Background: an optimization exercise with open tools, aiming at small area, a short achievable clock period and few clock cycles per item. Do not read the settings as production practice.
The RTL was checked by simulation tests, not by an equivalence proof against the original design.
Power is estimated from default activity; no workload was simulated.

## flow/design.v (module list and top-level ports; edited modules follow where they fit)
// module booth_multiplier: 1621 lines
module booth_multiplier #(
  parameter MUL_WIDTH = 32
) (
  input                        clk,
  input                        rst_n,
  input                        start,
  input                        sign,
  input      [  MUL_WIDTH-1:0] data_in1,
  input      [  MUL_WIDTH-1:0] data_in2,
  output     [2*MUL_WIDTH-1:0] data_out,
  output reg                   ready
);
  // ...
==> flow/flow/run.sh <==
#!/bin/bash
# Own layout flow: the standard layout (standard.sh) with two changes.
#  1. Synthesis: Yosys's synth is also given -noabc, which drops the generic
#     "abc -fast" pass that runs before ORFS's full-adder extraction, so
#     extract_fa sees the design's full adders as written and maps them
#     without polarity inverters around the adder cells.  fsm and share are
#     still skipped, the design is flattened and renamed the same way, and ABC
#     still maps the remaining logic after adder extraction.
#  2. Port buffers: every input and output port still gets a buffer, but a
#     plain sky130_fd_sc_hd__buf_2 instead of the slow clkdlybuf4s50_1 that
#     buffer_ports picks by default.
# Each tool's output goes to flow.log here and to ORFS's own logs under orfs/logs.
set -euo pipefail
sed 's/yosys synth -nofsm -noshare /yosys synth -nofsm -noshare -noabc /' synth_recipe.tcl > own_synth.tcl
grep -q -- '-noabc' own_synth.tcl
sed -e 's#synth_recipe\.tcl#own_synth.tcl#g' \
    -e "s#CLKGATE_MAP_FILE= #CLKGATE_MAP_FILE= 'BUFFER_PORTS_ARGS=-buffer_cell sky130_fd_sc_hd__buf_2' #" \
    standard.sh > own_standard.sh
grep -q 'own_synth\.tcl' own_standard.sh
grep -q 'BUFFER_PORTS_ARGS' own_standard.sh
bash own_standard.sh > flow.log 2>&1
==> flow/standard.sh <==
#!/bin/bash
# synth_recipe.tcl (not shown) runs the flow's synth.tcl, then flattens the netlist and writes it again
# the make line also repeats each setting of config.mk as NAME=value (left out here)
make -C /OpenROAD-flow-scripts/flow DESIGN_CONFIG=/design/flow/config.mk WORK_HOME=/design/flow/orfs CLKGATE_MAP_FILE= SYNTH_SCRIPT=/design/flow/synth_recipe.tcl "${@:-finish}"
==> flow/config.mk <==
export PLATFORM = sky130hd
export DESIGN_NAME = booth_multiplier
export DESIGN_NICKNAME = booth_multiplier
export VERILOG_FILES = /design/flow/design.v
export SDC_FILE = /design/flow/constraint.sdc
export NUM_CORES = 4
export LEC_CHECK = 0
export CAP_MARGIN = 5
export CORE_MARGIN = 2
export CORE_UTILIZATION = 55
export SETUP_SLACK_MARGIN = 0.6
export SLEW_MARGIN = 5
==> flow/constraint.sdc <==
create_clock -name core_clock -period 5.0 [get_ports {clk}]
set_input_delay 1.0000 -clock core_clock [delete_from_list [all_inputs] [get_ports {clk}]]
set_output_delay 1.0000 -clock core_clock [all_outputs]
set_load 0.01 [all_outputs]
==> impl_metrics.json, run 1 <==
{
  "holdWs_ns": 0.457,
  "max_stage_delay_ns": 0.38,
  "final_cell_count_no_fill": 2500,
  "grt_usage_pct": 34.4,
  "core_area_sq_um": 37400,
  "largest_cell_class": "multi-input combinational cells",
  "synthSimpleGateAreaFrac_pct": 5.79,
  "ys_seq_area_share_pct": 22.7,
  "taps": 511,
  "fin_crit_ns": 4.32,
  "skew_ns": 0.0189,
  "critical_path_buf_inv_count": 1,
  "end_kind": "primary output",
  "multi_input_area_sq_um": 15400,
  "top_layer": "met4",
  "seq_area_share_pct": 20.3,
  "final_antenna_net_count": 0,
  "p_sw_share_pct": 47.6,
  "r2r_cells": 10,
  "hold_buffers": 0,
  "inv_count": 62,
  "grt_util_met2_pct": 50.8,
  "synth.avg_cell_area_sq_um": 10.9,
  "cts_resized": 9,
  "buffers": 219,
  "place_area_sq_um": 22200,
  "pre_cts_slack_ns": -0.0608,
  "top_power_group": "combinational cells",
  "intPower_w": 0.00982,
  "wl_per_cell_microns": 26.6,
  "outcome": "finished clean",
  "p_switching_w": 0.00890,
  "die_area_sq_um": 39300,
  "start_util_pct": 55.5,
  "finalWorstSetupSlack_ns": 0.676,
  "cts-buffers-inserted": 17,
  "fin_crit_sh_pct": 86.5,
  "final_cell_mix": "337 x xnor2_1, 290 x fa_1, 288 x a22oi_1"
}
Testbench counts, summed over its fixed seeds: cycles 6,408, items 3,200.
==> run 2, diff against run 1 <==
--- a/flow/config.mk
+++ b/flow/config.mk
@@ -7,6 +7,7 @@
 export LEC_CHECK = 0
-export CAP_MARGIN = 5
+export CAP_MARGIN = 20
 export CORE_MARGIN = 2
 export CORE_UTILIZATION = 55
+export GPL_TIMING_DRIVEN = 0
 export SETUP_SLACK_MARGIN = 0.6
-export SLEW_MARGIN = 5
+export SLEW_MARGIN = 20
==> run 2 against run 1 <==
- wire length up 23%
- global-route usage up 8.1 points
- utilization up 5.0 points
- area after synthesis unchanged
- hold slack better by 0.17 ns
- sequential power down 1%
- sequential share of layout area down 1.5 points
- critical path type unchanged
- largest power group unchanged
==> impl_metrics.json, run 2 <==
{
  "fin_nets": 2555,
  "clockRootBuffer": "clkbuf_16",
  "clkSinkCount": 177,
  "layout_commonest_cell": "xnor2_1",
  "grt_usage_pct": 42.4,
  "slew_violations": 0,
  "maxCapViolCount": 0,
  "path_cells": "ha_4 -> fa_2 -> a21oi_2 -> o21ai_2 -> a21oi_4 -> o31ai_4 -> a21o_1 -> a21o_1 -> a221o_1 -> a221oi_2 -> xnor2_1 -> buf_2",
  "die_area_sq_um": 39300,
  "final-seq-area_sq_um": 4720,
  "multi_input_area_sq_um": 16200,
  "reg_top3": "r0: 50 flops, r1: 49 flops, a_r: 33 flops",
  "critical-path-slowest-cell": "edfxtp_1",
  "place_area_sq_um": 22300,
  "pre_cts_slack_ns": -0.600,
  "final_hold_viol_count": 0,
  "antenna_found_initial": 2,
  "whs_endpoint": "ready",
  "fmax_mhz": 227,
  "largest-register": "r0",
  "cts.reportedPaths.clkPinSlew_ns": 0.08,
  "syn_inst": 1900,
  "synth.avg_cell_area_sq_um": 10.9,
  "power.density_nw_per_um2": 792,
  "overflow": 0,
  "worstHoldStart": "ready",
  "rr_endpoint": "r1[23]",
  "rows": 71,
  "clk_latency_ns": 0.49,
  "core_area_sq_um": 37400,
  "wl_per_cell_microns": 31.1,
  "antennaDiodeCount": 0,
  "max_stage_delay_ns": 0.43,
  "synthFlopType": "edfxtp_1",
  "yosys.area.top_type_share_pct": 28.6,
  "pin_count": 133,
  "r2r_cells": 12,
  "cts_max_path_buffers": 2,
  "finalWorstSetupSlack_ns": 0.589,
  "drive_above_1_share_pct": 28.1,
  "finalSetupViolations": 0,
  "end_kind": "primary output",
  "holdPathStages": 1,
  "syn_area_sq_um": 20800,
  "crit_fanout": 3,
  "hpwl_mm": 63.8,
  "ys_seq_area_share_pct": 22.7,
  "yosys.cell_types.count": 60,
  "cellLeakagePower_nw": 10.0,
  "fin_crit_sh_pct": 88.2,
  "drtPass1Iterations": 8,
  "grt_pass1_vias": 17100,
  "total_power_w": 0.0199,
  "htree_levels": 4,
  "holdWs_ns": 0.631,
  "placedCellCount": 2543,
  "final_cell_count_no_fill": 2637,
  "nFillCells": 2859,
  "cts_tree": "yes",
  "drt_wl_total_mm": 82.0,
  "cts-buffers-inserted": 17,
  "rsz0062_at_grt": "true",
  "yosys-top-cells-count": "337 x xnor2_1, 297 x fa_1, 288 x a22oi_1, 117 x edfxtp_1, 111 x clkbuf_1",
  "drt_iter0_markers": 2166,
  "num_vias": 17300,
  "synth-edff-count": 117,
  "grt_first_pass_wirelength_mm": 117,
  "arrival_ns": 3.41,
  "cp.required_ns": 4.00,
  "cp_common_cell": "a21o_1",
  "largest_register_ffs": 50,
  "path_class": "flop to primary output",
  "yosys_register_bits": 177,
  "fin_crit_ns": 4.41,
  "final_area_sq_um": 25100,
  "die_y_microns": 198,
  "drc": 0,
  "skew_ns": 0.0236,
  "yosys.cell_count.top_type": "xnor2_1",
  "yosysTopAreaCell": "fa_1",
  "dieWidth_microns": 198,
  "hold_buffers": 0,
  "startpoint_type": "flop",
  "portBuffers": 131,
  "worstHoldPathType": "flop to flop",
  "gp_congestion": 1.03,
  "reg2reg_slack_ns": 0.64,
  "start_util_pct": 55.5,
  "r2r-start": "idle_r",
  "final_cell_mix": "287 x xnor2_1, 268 x fa_1, 244 x a22oi_1",
  "areaGrowthSynthToFinish_pct": 20.7,
  "outcome": "finished clean",
  "slew_headroom_pct": 38.2,
  "tightest_slew_ns": 0.927,
  "ir_worst_vdd_mv": 0.413,
  "syn_nets": 2342,
  "async_flop_share_pct": 0,
  "final_antenna_net_count": 0,
  "via_per_inst": 6.57,
  "grt_max_degree": 53,
  "synth_warnings": 1,
  "synthTopCellsByArea": "fa_1 29%, edfxtp_1 17%, xnor2_1 14%, a22oi_1 10%, dfxtp_1 5.8%"
}
run 2: kinds of logic after synthesis:
logic type,count (synthesis),share of synthesized area [%]
compound gates,469,16.1
xor+xnor,364,15.4
fa+ha+maj,374,33.3
buf+inv,224,4.51
flops,177,22.7
mux,43,2.28
simple gates,249,5.79
run 2: layout make-up:
type / count / share of cell area (%)
timing repair buffer: 194 / 4.93
clock inverter: 14 / 0.729
clock buffer: 18 / 1.71
multi-input combinational: 1499 / 64.8
tap: 511 / 2.55
buffer: 162 / 5.45
sequential: 177 / 18.8
inverter: 62 / 1.02
run 2: worst max-delay path by stage:
stage	start	to	slack (ns)	cells after the start
2_1_floorplan	data_in2[17]	r1[17]	0.58	10
3_5_place_dp	data_in2[5]	r1[35]	-0.60	10
4_1_cts	r1[0]	data_out[40]	0.58	12
5_1_grt	r0[9]	data_out[63]	0.53	11
3_3_place_gp	data_in2[5]	r1[31]	-0.54	10
6_report	r1[0]	data_out[40]	0.59	12
run 2: repair_timing:
item,4_1_cts,5_1_grt
cloned,0,0
setup endpoints to repair,85,69
pin swaps,21,59
gates resized for setup,253,231
setup buffers,24,38
run 2: power by group:
part           total [W]  internal [W]  switching, W
Clock            0.00143      0.000720      0.000705
Sequential       0.00330       0.00304      0.000262
Combinational     0.0151       0.00672       0.00841
Total             0.0199        0.0105       0.00938
run 2: metrics by stage:
stage / utilization [%] / TNS [ns]
6_report: 67.0 / 0
5_1_grt: 67.0 / 0
4_1_cts: 64.0 / 0
3_5_place_dp: 59.6 / -28.58
3_3_place_gp: 59.5 / -52.31
2_1_floorplan: - / 0
run 2: per-layer routing:
layer / track usage [%] / wire length [microns] / part of all wire [%] / vias to the layer above
li1: - / - / - / 7060
met1: 55.9 / 32000 / 39 / 8726
met2: 63.7 / 35500 / 43 / 1276
met3: 13.0 / 9710 / 12 / 250
met4: 20.9 / 4800 / 5.8 / 2
met5: 0 / 13 / 0.016 / -
run 2: critical path, delay by kind of cell (launching register included):
| family | cells | cell delay, ns |
|---|---|---|
| fa+ha+maj | 2 | 0.56 |
| buf+inv | 1 | 0.15 |
| flops | 1 | 0.43 |
| compound gates | 8 | 1.62 |
| xor+xnor | 1 | 0.15 |
==> run 3, diff against run 2 <==
--- a/flow/config.mk
+++ b/flow/config.mk
@@ -10,3 +10,3 @@
 export CORE_UTILIZATION = 55
-export GPL_TIMING_DRIVEN = 0
+export GPL_ROUTABILITY_DRIVEN = 0
 export SETUP_SLACK_MARGIN = 0.6
==> run 3 against run 2 <==
- hold slack worse by 0.16 ns
- clock-buffer cell count down 1
- design area down 7.1%
- area after synthesis unchanged
- register-to-register slack better by 0.04 ns
- sequential share of layout area up 1.5 points
- combinational power down 7%
- worst setup slack better by 0.044 ns
- die area unchanged
==> impl_metrics.json, run 3 <==
{
  "synthFlopType": "edfxtp_1",
  "drive_above_1_share_pct": 19.0,
  "antenna_found_initial": 0,
  "p_clk_share_pct": 7.3,
  "end_kind": "primary output",
  "clk_latency_ns": 0.48,
  "largest_register_ffs": 50,
  "power.density_nw_per_um2": 809,
  "antennaDiodeCount": 0,
  "seqPwrFrac_pct": 17.8,
  "fin_nets": 2422,
  "yosys_register_bits": 177,
  "arrival_ns": 3.37,
  "r2r_cells": 9,
  "hpwl_mm": 49.4,
  "die_area_sq_um": 39300,
  "yosys.cell_count.top_type": "xnor2_1",
  "async_flop_share_pct": 0,
  "clockRootBuffer": "clkbuf_16",
  "cp.required_ns": 4.00,
  "cts.reportedPaths.clkPinSlew_ns": 0.08,
  "tightest_slew_ns": 0.760,
  "die_y_microns": 198,
  "finalSetupViolations": 0,
  "skew_ns": 0.0178,
  "grt_max_degree": 45,
  "p_sw_share_pct": 47.4,
  "via_per_inst": 6.27,
  "holdPathStages": 1,
  "num_vias": 15700,
  "reg_top3": "r0: 50 flops, r1: 49 flops, a_r: 33 flops",
  "clkSinkCount": 177,
  "grt_pass1_vias": 15800,
  "wl_per_cell_microns": 26.4,
  "cts_tree": "yes",
  "largest-register": "r0",
  "cts-buffers-inserted": 17,
  "overflow": 0,
  "synth_warnings": 1,
  "startpoint_type": "flop",
  "slew_headroom_pct": 49.2,
  "fin_crit_ns": 4.37,
  "grt_first_pass_wirelength_mm": 99.5,
  "rows": 71,
  "outcome": "finished clean",
  "p_switching_w": 0.00893,
  "drc": 0,
  "syn_nets": 2342,
  "syn_inst": 1900,
  "yosysTopAreaCell": "fa_1",
  "placedCellCount": 2453,
  "ir_worst_vdd_mv": 0.396,
  "pin_count": 133,
  "fmax_mhz": 229,
  "areaGrowthSynthToFinish_pct": 12.2,
  "pwr-share-comb_pct": 74.9,
  "cellLeakagePower_nw": 8.98,
  "path_class": "flop to primary output",
  "layout_commonest_cell": "xnor2_1",
  "crit_fanout": 5,
  "syn_area_sq_um": 20800,
  "slew_violations": 0,
  "dieWidth_microns": 198,
  "portBuffers": 132,
  "yosys.area.top_type_share_pct": 28.6,
  "intPower_w": 0.00990,
  "final_hold_viol_count": 0,
  "final_cell_count_no_fill": 2504,
  "fin_crit_sh_pct": 87.3,
  "reg2reg_slack_ns": 0.68,
  "maxCapViolCount": 0,
  "drt_wl_total_mm": 66.1,
  "ys_seq_area_share_pct": 22.7,
  "drtPass1Iterations": 6,
  "start_util_pct": 55.5,
  "synth-edff-count": 117,
  "rsz0062_at_grt": "true",
  "core_area_sq_um": 37400,
  "synth.avg_cell_area_sq_um": 10.9,
  "final_cell_mix": "337 x xnor2_1, 286 x a22oi_1, 274 x fa_1",
  "setup_tns_ns": 0,
  "yosys-top-cells-count": "337 x xnor2_1, 297 x fa_1, 288 x a22oi_1, 117 x edfxtp_1, 111 x clkbuf_1",
  "cts_max_path_buffers": 2,
  "worstHoldPathType": "flop to flop",
  "final_antenna_net_count": 0,
  "hold_buffers": 0,
  "drt_iter0_markers": 1768,
  "grt_usage_pct": 34.3,
  "synthTopCellsByArea": "fa_1 29%, edfxtp_1 17%, xnor2_1 14%, a22oi_1 10%, dfxtp_1 5.8%",
  "htree_levels": 4,
  "yosys.cell_types.count": 60
}
==> run 3: cell counts after synthesis <==
No cell type changed its count.
==> run 3: worst max-delay path, cell delays in order, from the launching register on <==
cell and delay [ns]:
edfxtp_1 0.39, ha_2 0.21, fa_2 0.38, a21oi_4 0.17
o21ai_2 0.10, a21oi_4 0.20, o31ai_4 0.11, a41oi_4 0.32
o21ai_4 0.14, a31o_4 0.25, a221oi_2 0.28, xnor2_1 0.17
buf_2 0.17
==> run 3: kinds of logic after synthesis <==
logic type      share of synthesized area (%)
xor+xnor                                 15.4
compound gates                           16.1
fa+ha+maj                                33.3
mux                                      2.28
flops                                    22.7
simple gates                             5.79
buf+inv                                  4.51
==> run 3: power groups by stage <==
stage / sequential (W) / combinational [W] / clock (W)
global route: 0.00339 / 0.0156 / 0.00144
floorplan: 0.00324 / 0.00929 / 0
CTS: 0.00333 / 0.0137 / 0.00140
detailed placement: 0.00335 / 0.0135 / 0
finish: 0.00334 / 0.0141 / 0.00137
global placement: 0.00334 / 0.0131 / 0
==> run 3: metrics by stage <==
step                hold slack [ns]  power [W]  worst slack, ns  cell area [sq um]  util, %
floorplan                     0.449     0.0125            0.582              20900        -
detailed placement            0.432     0.0169            0.157              22300     59.5
CTS                           0.449     0.0184            0.571              22900     61.3
global route                  0.494     0.0205            0.516              23300     62.3
finish                        0.469     0.0188            0.633              23300     62.3
global placement              0.426     0.0164            0.157              22300     59.5
==> run 3: worst paths after layout <==
path	from	endpoint
worst max-delay path	r0[0]	data_out[56]
worst min-delay path	idle_a0	idle_a0
worst max register to register	idle_r	r1[33]
worst min register to register	idle_a0	idle_a0
==> run 3: routing by layer <==
layer  wire (microns)  vias to the layer above  share of wire [%]  global-route usage, %
li1                 -                     6778                  -                      -
met1            28900                     7962                 44                   50.3
met2            29300                      863                 44                   51.0
met3             6130                       93                9.3                   7.29
met4             1800                        0                2.7                   10.2
met5                0                        -                  0                      0
==> run 3: timing repair <==
item | in CTS | in global routing
gates resized for setup | 9 | 41
pin swaps | 12 | 25
endpoints found under the setup margin | 57 | 38
buffers inserted | 6 | 8
cloned | 0 | 5
==> run 3: cell type report <==
| type | count | area, sq um |
|---|---|---|
| Clock inverter | 15 | 165 |
| Sequential cell | 177 | 4720 |
| Clock buffer | 17 | 425 |
| Fill cell | 3090 | 14100 |
| Multi-Input combinational cell | 1499 | 15400 |
| Tap cell | 511 | 639 |
| Inverter | 62 | 246 |
| Timing Repair Buffer | 223 | 1690 |
==> run 4, diff against run 3 <==
--- a/flow/config.mk
+++ b/flow/config.mk
@@ -10,3 +10,2 @@
 export CORE_UTILIZATION = 55
-export GPL_ROUTABILITY_DRIVEN = 0
 export SETUP_SLACK_MARGIN = 0.6
==> run 4 against run 3 <==
- register-to-register slack gained 0.02 ns
- first-iteration DRC count shrank 12%
- combinational power barely moved
- largest cell class unchanged
==> impl_metrics.json, run 4 <==
{
  "wl_per_cell_microns": 26.6,
  "layout_commonest_cell": "xnor2_1",
  "drive_above_1_share_pct": 18.0,
  "finalWorstSetupSlack_ns": 0.676,
  "pre_cts_slack_ns": -0.0608,
  "die_area_sq_um": 39300,
  "place_area_sq_um": 22200,
  "ir_worst_vdd_mv": 0.356,
  "rows": 71,
  "seqPwrFrac_pct": 17.8,
  "fin_crit_ns": 4.32,
  "antennaDiodeCount": 0,
  "drt_wl_total_mm": 66.5,
  "cts-buffers-inserted": 17,
  "cts_tree": "yes",
  "worstHoldPathType": "flop to flop",
  "r2r_cells": 10,
  "r2r-start": "idle_a0",
  "worstHoldStart": "idle_a0",
  "slew_headroom_pct": 36.4,
  "die_y_microns": 198,
  "holdPathStages": 1,
  "p_switching_w": 0.00890,
  "pin_count": 133,
  "synthTopCellsByArea": "fa_1 29%, edfxtp_1 17%, xnor2_1 14%, a22oi_1 10%, dfxtp_1 5.8%",
  "final_hold_viol_count": 0,
  "rr_endpoint": "r1[18]",
  "grt_usage_pct": 34.4,
  "max_stage_delay_ns": 0.38,
  "end_kind": "primary output",
  "htree_levels": 4,
  "reg2reg_slack_ns": 0.70,
  "via_per_inst": 6.29,
  "final_cell_count_no_fill": 2500,
  "final-seq-area_sq_um": 4720,
  "portBuffers": 132,
  "areaGrowthSynthToFinish_pct": 11.8,
  "antenna_found_initial": 0,
  "p_sw_share_pct": 47.6,
  "largest-register": "r0",
  "grt_max_degree": 61,
  "core_area_sq_um": 37400,
  "num_vias": 15700,
  "synth.avg_cell_area_sq_um": 10.9,
  "syn_area_sq_um": 20800,
  "clockRootBuffer": "clkbuf_16",
  "yosys-top-cells-count": "337 x xnor2_1, 297 x fa_1, 288 x a22oi_1, 117 x edfxtp_1, 111 x clkbuf_1",
  "cp.required_ns": 4.00,
  "final_area_sq_um": 23200,
  "power.density_nw_per_um2": 807,
  "skew_ns": 0.0189,
  "cts.reportedPaths.clkPinSlew_ns": 0.08,
  "placedCellCount": 2450,
  "gp_congestion": 0.981,
  "async_flop_share_pct": 0,
  "synth_warnings": 1,
  "largest_register_ffs": 50,
  "grt_first_pass_wirelength_mm": 98.9,
  "ys_seq_area_share_pct": 22.7,
  "yosysTopAreaCell": "fa_1",
  "path_class": "flop to primary output",
  "critical-path-slowest-cell": "edfxtp_1",
  "total_power_w": 0.0187,
  "hold_buffers": 0,
  "cellLeakagePower_nw": 8.97,
  "grt_pass1_vias": 15600,
  "synthFlopType": "edfxtp_1",
  "startpoint_type": "flop",
  "drtPass1Iterations": 6,
  "clkSinkCount": 177,
  "cts_max_path_buffers": 2,
  "maxCapViolCount": 0,
  "yosys.cell_count.top_type": "xnor2_1",
  "rsz0062_at_grt": "true",
  "whs_endpoint": "idle_a0",
  "syn_inst": 1900,
  "drt_iter0_markers": 1549,
  "yosys.cell_types.count": 60,
  "reg_top3": "r0: 50 flops, r1: 49 flops, a_r: 33 flops",
  "outcome": "finished clean",
  "holdWs_ns": 0.457,
  "overflow": 0,
  "drc": 0,
  "clk_latency_ns": 0.47,
  "syn_nets": 2342,
  "synth-edff-count": 117,
  "hpwl_mm": 49.4,
  "path_cells": "ha_2 -> fa_2 -> a21oi_4 -> o21ai_2 -> a21oi_4 -> o31ai_4 -> a21o_1 -> a21o_1 -> a221o_1 -> a221oi_2 -> xnor2_1 -> buf_2",
  "final_cell_mix": "337 x xnor2_1, 290 x fa_1, 288 x a22oi_1",
  "start_util_pct": 55.5,
  "crit_fanout": 4,
  "p_clk_share_pct": 7.3,
  "yosys.area.top_type_share_pct": 28.6,
  "pwr-share-comb_pct": 74.9,
  "yosys_register_bits": 177,
  "finalSetupViolations": 0,
  "fmax_mhz": 231,
  "arrival_ns": 3.32,
  "fin_crit_sh_pct": 86.5,
  "intPower_w": 0.00982,
  "final_antenna_net_count": 0,
  "multi_input_area_sq_um": 15400,
  "slew_violations": 0,
  "fin_nets": 2418,
  "tightest_slew_ns": 0.954,
  "nFillCells": 3106,
  "dieWidth_microns": 198
}
run 4: how the worst max path moves through the flow:
| stage | to | from | slack (ns) | depth (start not counted) |
|---|---|---|---|---|
| 6_report | data_out[40] | r0[0] | 0.68 | 12 |
| 5_1_grt | r1[31] | data_in2[5] | 0.57 | 13 |
| 4_1_cts | data_out[40] | r1[0] | 0.60 | 12 |
| 3_5_place_dp | r1[32] | data_in2[5] | -0.06 | 9 |
| 3_3_place_gp | r1[32] | data_in2[5] | -0.05 | 9 |
| 2_1_floorplan | r1[17] | data_in2[17] | 0.58 | 10 |
run 4: final cells by class:
cell class / instances / share of cell area (%)
inverters: 62 / 1.07
repair buffers: 219 / 7.07
flip-flops and latches: 177 / 20.3
clock inverters: 14 / 0.685
well taps: 511 / 2.76
multi-input cells: 1499 / 66.2
clock buffers: 18 / 1.85
run 4: logic make-up after synthesis:
kind of cell / share of synthesized area (%)
muxes: 2.28
adders and majority gates: 33.3
buffers and inverters: 4.51
AOI/OAI and AO/OA: 16.1
DFF: 22.7
and+or+nand+nor: 5.79
xor gates and xnor gates: 15.4
run 4: metrics by stage:
| step | TNS (ns) | util [%] |
|---|---|---|
| 3_3_place_gp | -0.115 | 59.4 |
| 3_5_place_dp | -0.280 | 59.4 |
| 4_1_cts | 0 | 61.2 |
| 2_1_floorplan | 0 | - |
| 5_1_grt | 0 | 62.1 |
| 6_report | 0 | 62.1 |
run 4: per-layer routing:
metal  GRT usage [%]  up-vias  part of all wire [%]
li1                -     6774                     -
met1            49.6     7951                    43
met2            50.8      900                    44
met3            9.78       95                    11
met4            9.41        0                   2.7
met5               0        -                     0
run 4: critical path: cells and delay by family, from the launching register on:
kind                     cells  cell delay (ns)
buffers and inverters        1             0.15
flip-flops                   1             0.38
adder cells (fa/ha/maj)      2             0.59
AO/OA/AOI/OAI                8             1.57
XOR/XNOR                     1             0.15
run 4: what timing repair did:
action,4_1_cts,5_1_grt
endpoints found under the setup margin,48,39
gates cloned,0,4
gates resized for setup,9,34
buffers inserted,6,8
pin swaps,9,22
run 4: power by group through the flow:
stage / combinational (W) / clock (W) / sequential (W)
2_1_floorplan: 0.00929 / 0 / 0.00324
3_3_place_gp: 0.0132 / 0 / 0.00335
3_5_place_dp: 0.0135 / 0 / 0.00335
4_1_cts: 0.0137 / 0.00139 / 0.00332
5_1_grt: 0.0155 / 0.00145 / 0.00338
6_report: 0.0140 / 0.00137 / 0.00334
==> run 5, diff against run 4 <==
--- a/flow/config.mk
+++ b/flow/config.mk
@@ -9,3 +9,3 @@
 export CORE_MARGIN = 2
-export CORE_UTILIZATION = 55
+export CORE_UTILIZATION = 60
 export SETUP_SLACK_MARGIN = 0.6
==> run 5 against run 4 <==
- non-clock buffer count decreased by 3
- clock-buffer cell count down 1
- sequential share of layout area is 0.057 points higher
==> impl_metrics.json, run 5 <==
{
  "outcome": "finished clean",
  "layout_commonest_cell": "xnor2_1",
  "end_kind": "flop",
  "grt_usage_pct": 36.7,
  "fmax_mhz": 228,
  "async_flop_share_pct": 0,
  "synthTopCellsByArea": "fa_1 29%, edfxtp_1 17%, xnor2_1 14%, a22oi_1 10%, dfxtp_1 5.8%",
  "antennaDiodeCount": 0,
  "fin_crit_ns": 4.38,
  "skew_ns": 0.0185,
  "r2r_cells": 10,
  "startpoint_type": "input port",
  "portBuffers": 132,
  "path_class": "input port to flop",
  "arrival_ns": 4.59,
  "fin_util_pct": 67.5,
  "areaGrowthSynthToFinish_pct": 11.5,
  "synthFlopType": "edfxtp_1",
  "crit_end": "r1[18]",
  "overflow": 0,
  "start_util_pct": 60.5,
  "via_per_inst": 6.53,
  "reg_top3": "r0: 50 flops, r1: 49 flops, a_r: 33 flops",
  "drt_iter0_markers": 1741,
  "rr_endpoint": "r1[24]",
  "holdWs_ns": 0.438,
  "yosys.cell_count.top_type": "xnor2_1",
  "grt_first_pass_wirelength_mm": 97.9,
  "htree_levels": 4,
  "largest_register_ffs": 50,
  "yosys-top-cells-count": "337 x xnor2_1, 297 x fa_1, 288 x a22oi_1, 117 x edfxtp_1, 111 x clkbuf_1",
  "finalSetupViolations": 0,
  "cellLeakagePower_nw": 8.97,
  "fin_nets": 2415,
  "yosys.cell_types.count": 60,
  "yosys.area.top_type_share_pct": 28.6,
  "pin_count": 133,
  "core_area_sq_um": 34300,
  "synth-edff-count": 117,
  "ys_seq_area_share_pct": 22.7,
  "power.density_nw_per_um2": 802,
  "yosysTopAreaCell": "fa_1",
  "crit_start": "data_in2[5]",
  "die_area_sq_um": 36100,
  "setup_tns_ns": 0,
  "wl_per_cell_microns": 26.8,
  "maxCapViolCount": 0,
  "gp_congestion": 0.954,
  "pre_cts_slack_ns": -0.0733,
  "drt_wl_total_mm": 65.5,
  "final_hold_viol_count": 0,
  "cts_max_path_buffers": 2,
  "antenna_found_initial": 1,
  "cp.required_ns": 5.21,
  "drtPass1Iterations": 7,
  "slew_headroom_pct": 47.2,
  "drc": 0,
  "dieWidth_microns": 190,
  "syn_inst": 1900,
  "final_cell_mix": "336 x xnor2_1, 285 x a22oi_1, 285 x fa_1",
  "finalWorstSetupSlack_ns": 0.617,
  "synth_warnings": 1,
  "num_vias": 15900,
  "die_y_microns": 190,
  "clkSinkCount": 177,
  "yosys_register_bits": 177,
  "slew_violations": 0,
  "ir_worst_vdd_mv": 0.558,
  "fin_crit_sh_pct": 87.7,
  "final_antenna_net_count": 0,
  "tightest_slew_ns": 0.791,
  "clk_latency_ns": 0.48,
  "synth.avg_cell_area_sq_um": 10.9,
  "grt_max_degree": 48,
  "drive_above_1_share_pct": 18.4,
  "crit_fanout": 9,
  "syn_nets": 2342,
  "clockRootBuffer": "clkbuf_16",
  "cts.reportedPaths.clkPinSlew_ns": 0.08,
  "worstHoldStart": "idle_a0",
  "rsz0062_at_grt": "true",
  "largest-register": "r0",
  "grt_pass1_vias": 16000,
  "cts-buffers-inserted": 17,
  "r2r-start": "idle_a0",
  "cts_tree": "yes",
  "hpwl_mm": 48.1,
  "reg2reg_slack_ns": 0.62,
  "worstHoldPathType": "flop to flop",
  "rows": 68,
  "syn_area_sq_um": 20800
}
run 5: worst min path at each step:
stage / end / slack, ns / cells after the start
floorplan: ready / 0.45 / 1
global placement: idle_a0 / 0.39 / 1
detailed placement: idle_a0 / 0.40 / 1
CTS: idle_a0 / 0.42 / 1
global route: idle_a0 / 0.45 / 1
finish: idle_a0 / 0.44 / 1
run 5: worst max-delay path, cell delays in order:
cell and delay, ns:
clkbuf_4 0.16, nand2_1 0.07, nor2_1 0.11, a21oi_2 0.06
a21oi_4 0.21, buf_12 0.18, a22oi_2 0.08, xnor2_2 0.35
fa_1 0.50, fa_2 0.47, fa_1 0.40, fa_1 0.54
fa_1 0.44
run 5: layout make-up:
cell class	instances	area (sq um)
clock buffers	17	425
clock inverters	15	174
fillers	2716	11100
inverters	62	250
multi-input cells	1499	15400
flip-flops and latches	177	4720
well taps	455	569
repair buffers	216	1630
run 5: cells by family (layout without fill, tap and decap cells):
kind of cell               Yosys count  count (layout)  share of synthesized area, %
adders and majority gates          374             374                          33.3
and+or+nand+nor                    249             249                          5.79
buffers and inverters              224             310                          4.51
muxes                               43              43                          2.28
xor gates and xnor gates           364             364                          15.4
DFF                                177             177                          22.7
AOI/OAI and AO/OA                  469             469                          16.1
run 5: report_power, final:
| group | internal (W) | switching, W | total (W) |
|---|---|---|---|
| registers | 0.00304 | 0.000297 | 0.00334 |
| clock network | 0.000680 | 0.000726 | 0.00141 |
| logic | 0.00605 | 0.00778 | 0.0138 |
run 5: routing by layer:
metal | vias up | GRT usage (%) | wire (microns) | share of wire [%]
met3 | 144 | 11.8 | 8340 | 13
met1 | 7988 | 52.0 | 26800 | 41
met5 | - | 0 | 13 | 0.020
met2 | 1041 | 53.4 | 28000 | 43
met4 | 2 | 12.7 | 2400 | 3.7
li1 | 6761 | - | - | -
run 5: metrics by stage:
step / instance area (sq um) / cells / total power, W
4_1_cts: 22800 / 2427 / 0.0182
2_1_floorplan: 20900 / 1900 / 0.0125
3_3_place_gp: 22100 / 2392 / 0.0162
5_1_grt: 23200 / 2441 / 0.0201
3_5_place_dp: 22100 / 2392 / 0.0167
6_report: 23200 / 2441 / 0.0186
run 5: what timing repair did:
action | 4_1_cts | 5_1_grt
endpoints found under the setup margin | 54 | 44
pin swaps | 3 | 20
hold buffers | 0 | 0
buffers inserted | 3 | 10
gates resized for setup | 8 | 41
gates cloned | 0 | 4
==> run 6, diff against run 5 <==
--- a/flow/flow/run.sh
+++ b/flow/flow/run.sh
@@ -9,3 +9,3 @@
 #  2. Port buffers: every input and output port still gets a buffer, but a
-#     plain sky130_fd_sc_hd__buf_2 instead of the slow clkdlybuf4s50_1 that
+#     plain sky130_fd_sc_hd__buf_1 instead of the slow clkdlybuf4s50_1 that
 #     buffer_ports picks by default.
@@ -16,3 +16,3 @@
 sed -e 's#synth_recipe\.tcl#own_synth.tcl#g' \
-    -e "s#CLKGATE_MAP_FILE= #CLKGATE_MAP_FILE= 'BUFFER_PORTS_ARGS=-buffer_cell sky130_fd_sc_hd__buf_2' #" \
+    -e "s#CLKGATE_MAP_FILE= #CLKGATE_MAP_FILE= 'BUFFER_PORTS_ARGS=-buffer_cell sky130_fd_sc_hd__buf_1' #" \
     standard.sh > own_standard.sh
--- a/flow/config.mk
+++ b/flow/config.mk
@@ -9,3 +9,3 @@
 export CORE_MARGIN = 2
-export CORE_UTILIZATION = 60
+export CORE_UTILIZATION = 55
 export SETUP_SLACK_MARGIN = 0.6
==> run 6 against run 5 <==
- non-clock buffer count rose by 19
- clock power barely moved
- largest cell class unchanged
- highest routed layer unchanged
- first-iteration DRC count is 3.3% lower
- maximum frequency rose by 0.63%
- wire length is 2.2% higher
- critical endpoint is now r1[21]
==> impl_metrics.json, run 6 <==
{
  "wl_per_cell_microns": 26.6,
  "synth.avg_cell_area_sq_um": 10.9,
  "areaGrowthSynthToFinish_pct": 13.0,
  "cts_max_path_buffers": 2,
  "path_class": "input port to flop",
  "p_sw_share_pct": 48.1,
  "cts.reportedPaths.clkPinSlew_ns": 0.09,
  "largest-register": "r0",
  "intPower_w": 0.00975,
  "antennaDiodeCount": 0,
  "drive_above_1_share_pct": 14.3,
  "synthTopCellsByArea": "fa_1 29%, edfxtp_1 17%, xnor2_1 14%, a22oi_1 10%, dfxtp_1 5.8%",
  "cp.required_ns": 5.22,
  "fin_crit_sh_pct": 87.1,
  "die_area_sq_um": 39300,
  "gp_congestion": 0.939,
  "total_power_w": 0.0188,
  "maxCapViolCount": 0,
  "rows": 71,
  "setup_tns_ns": 0,
  "p_switching_w": 0.00905,
  "final_antenna_net_count": 0,
  "yosysTopAreaCell": "fa_1",
  "worstHoldPathType": "flop to flop",
  "cellLeakagePower_nw": 8.79,
  "pwr-share-comb_pct": 74.4,
  "drt_wl_total_mm": 66.9,
  "start_util_pct": 55.5,
  "reg_top3": "r0: 50 flops, r1: 49 flops, a_r: 33 flops",
  "largest_register_ffs": 50,
  "slew_violations": 0,
  "final-seq-area_sq_um": 4720,
  "hpwl_mm": 49.6,
  "yosys-top-cells-count": "337 x xnor2_1, 297 x fa_1, 288 x a22oi_1, 117 x edfxtp_1, 111 x clkbuf_1",
  "skew_ns": 0.0134,
  "startpoint_type": "input port",
  "synth_warnings": 1,
  "dieWidth_microns": 198,
  "seqPwrFrac_pct": 18.0,
  "slew_headroom_pct": 33.8,
  "layout_commonest_cell": "xnor2_1",
  "core_area_sq_um": 37400,
  "yosys.area.top_type_share_pct": 28.6,
  "yosys.cell_types.count": 60,
  "fin_crit_ns": 4.36,
  "clk_latency_ns": 0.48,
  "overflow": 0,
  "drt_iter0_markers": 1683,
  "r2r_cells": 10,
  "p_clk_share_pct": 7.7,
  "cts_tree": "yes",
  "fin_nets": 2434,
  "final_cell_mix": "335 x xnor2_1, 278 x a22oi_1, 270 x fa_1",
  "rsz0062_at_grt": "true",
  "pin_count": 133,
  "synthFlopType": "edfxtp_1",
  "syn_inst": 1900,
  "syn_area_sq_um": 20800,
  "num_vias": 15800,
  "portBuffers": 132,
  "clkSinkCount": 177,
  "yosys.cell_count.top_type": "xnor2_1",
  "end_kind": "flop",
  "grt_usage_pct": 34.7,
  "holdWs_ns": 0.446,
  "finalSetupViolations": 0,
  "syn_nets": 2342,
  "antenna_found_initial": 1,
  "hold_buffers": 0,
  "die_y_microns": 198,
  "arrival_ns": 4.58,
  "grt_first_pass_wirelength_mm": 99.3,
  "outcome": "finished clean",
  "crit_fanout": 10,
  "fmax_mhz": 230,
  "drc": 0,
  "synth-edff-count": 117,
  "clockRootBuffer": "clkbuf_16",
  "ir_worst_vdd_mv": 0.421,
  "cts-buffers-inserted": 17,
  "ys_seq_area_share_pct": 22.7,
  "htree_levels": 4,
  "multi_input_area_sq_um": 15500,
  "via_per_inst": 6.27,
  "async_flop_share_pct": 0,
  "nFillCells": 3132,
  "drtPass1Iterations": 6,
  "yosys_register_bits": 177,
  "power.density_nw_per_um2": 802,
  "grt_max_degree": 65,
  "grt_pass1_vias": 15800,
  "tightest_slew_ns": 0.993,
  "holdPathStages": 1,
  "final_hold_viol_count": 0
}
[run 6: cell counts after synthesis]
Identical to the previous run, type by type.
[run 6: worst paths after layout]
path	end	startpoint	slack (ns)
min reg2reg	idle_a0	idle_a0	0.45
min	idle_a0	idle_a0	0.45
max reg2reg	r1[29]	idle_r	0.66
max	r1[21]	data_in2[1]	0.64
[run 6: final cells by class]
cell class / count / share of cell area (%)
clock inverters: 15 / 0.912
multi-input cells: 1499 / 66.0
clock buffers: 17 / 1.81
flip-flops and latches: 177 / 20.1
inverters: 62 / 1.03
repair buffers: 235 / 7.36
well taps: 511 / 2.73
[run 6: critical path: stages]
cell       delay (ns)
clkbuf_2         0.11
buf_4            0.13
nor2_2           0.04
a21oi_2          0.18
a21oi_4          0.09
buf_12           0.15
clkbuf_16        0.17
a22oi_1          0.21
xnor2_1          0.17
fa_2             0.48
fa_1             0.46
fa_1             0.40
fa_1             0.56
fa_1             0.43
[run 6: through the flow]
stage          area, sq um  std cells  utilization, %  setup WS, ns
3_5_place_dp         22300       2464            59.5       0.00903
3_3_place_gp         22300       2464            59.5        0.0850
4_1_cts              22900       2499            61.4         0.595
6_report             23500       2516            62.7         0.644
5_1_grt              23500       2516            62.7         0.528
2_1_floorplan        20900       1900               -         0.582
[run 6: logic make-up (layout without fill, tap and decap cells)]
logic type	Yosys count	count (layout)	share of synthesized area, %
buf+inv	224	329	4.51
compound gates	469	469	16.1
flops	177	177	22.7
fa+ha+maj	374	374	33.3
mux	43	43	2.28
simple gates	249	249	5.79
xor+xnor	364	364	15.4
[run 6: repair_timing]
action,CTS,global route
setup buffers,3,11
pin swaps,3,39
cloned,0,6
setup endpoints to repair,26,55
gates resized for setup,9,69
[run 6: power by group through the flow]
stage,combinational [W],clock [W],sequential (W)
after floorplan,0.00929,0,0.00324
after global placement,0.0129,0,0.00338
after detailed placement,0.0134,0,0.00338
after CTS,0.0135,0.00146,0.00335
after global routing,0.0155,0.00152,0.00341
final,0.0140,0.00144,0.00338
[run 6: metal layers]
layer | global-route usage (%) | vias up | routed length, microns
met5 | 0 | - | 13
met1 | 49.1 | 7941 | 28200
met2 | 52.2 | 888 | 29500
li1 | - | 6807 | -
met3 | 8.26 | 127 | 6850
met4 | 12.1 | 2 | 2270

-- static timing again, ports no longer ideal --
The flow's constraints put no driver on any port. The routed layouts listed below were extracted and timed again, unchanged, in two steps.
Step 1 sets driving cells, clkbuf_16 on the clock port and buf_2 on the other inputs (assumed; they add their load-dependent delay and slew).
Step 2 times the ports against the registers' clock, not the clock port: input delays grow and output delays shrink by t, the midpoint of the rising clock arrivals with the driver on.
Three values: ideal ports, drivers, drivers and shift; two values: the first two.
run | shift t [ns] | setup WS [ns] | hold slack, ns | slew at the worst register clock pin (ns)
run 1 | 0.520 | 0.676 / 0.619 / 0.193 | 0.457 / 0.457 / 0.457 | 0.09 / 0.09
run 2 | 0.538 | 0.589 / 0.529 / 0.094 | 0.631 / 0.625 / 0.631 | 0.09 / 0.09
run 3 | 0.526 | 0.633 / 0.577 / 0.149 | 0.469 / 0.469 / 0.469 | 0.09 / 0.09
run 4 | 0.520 | 0.676 / 0.619 / 0.193 | 0.457 / 0.457 / 0.457 | 0.09 / 0.09
run 5 | 0.522 | 0.617 / 0.596 / 0.129 | 0.438 / 0.438 / 0.438 | 0.09 / 0.09
run 6 | 0.526 | 0.644 / 0.603 / 0.148 | 0.446 / 0.446 / 0.446 | 0.09 / 0.09
After both steps setup and hold are still met in every run listed. For run 6, which loses most, drivers alone change the setup slack by -0.041 ns; drivers and shift together by -0.496 ns.
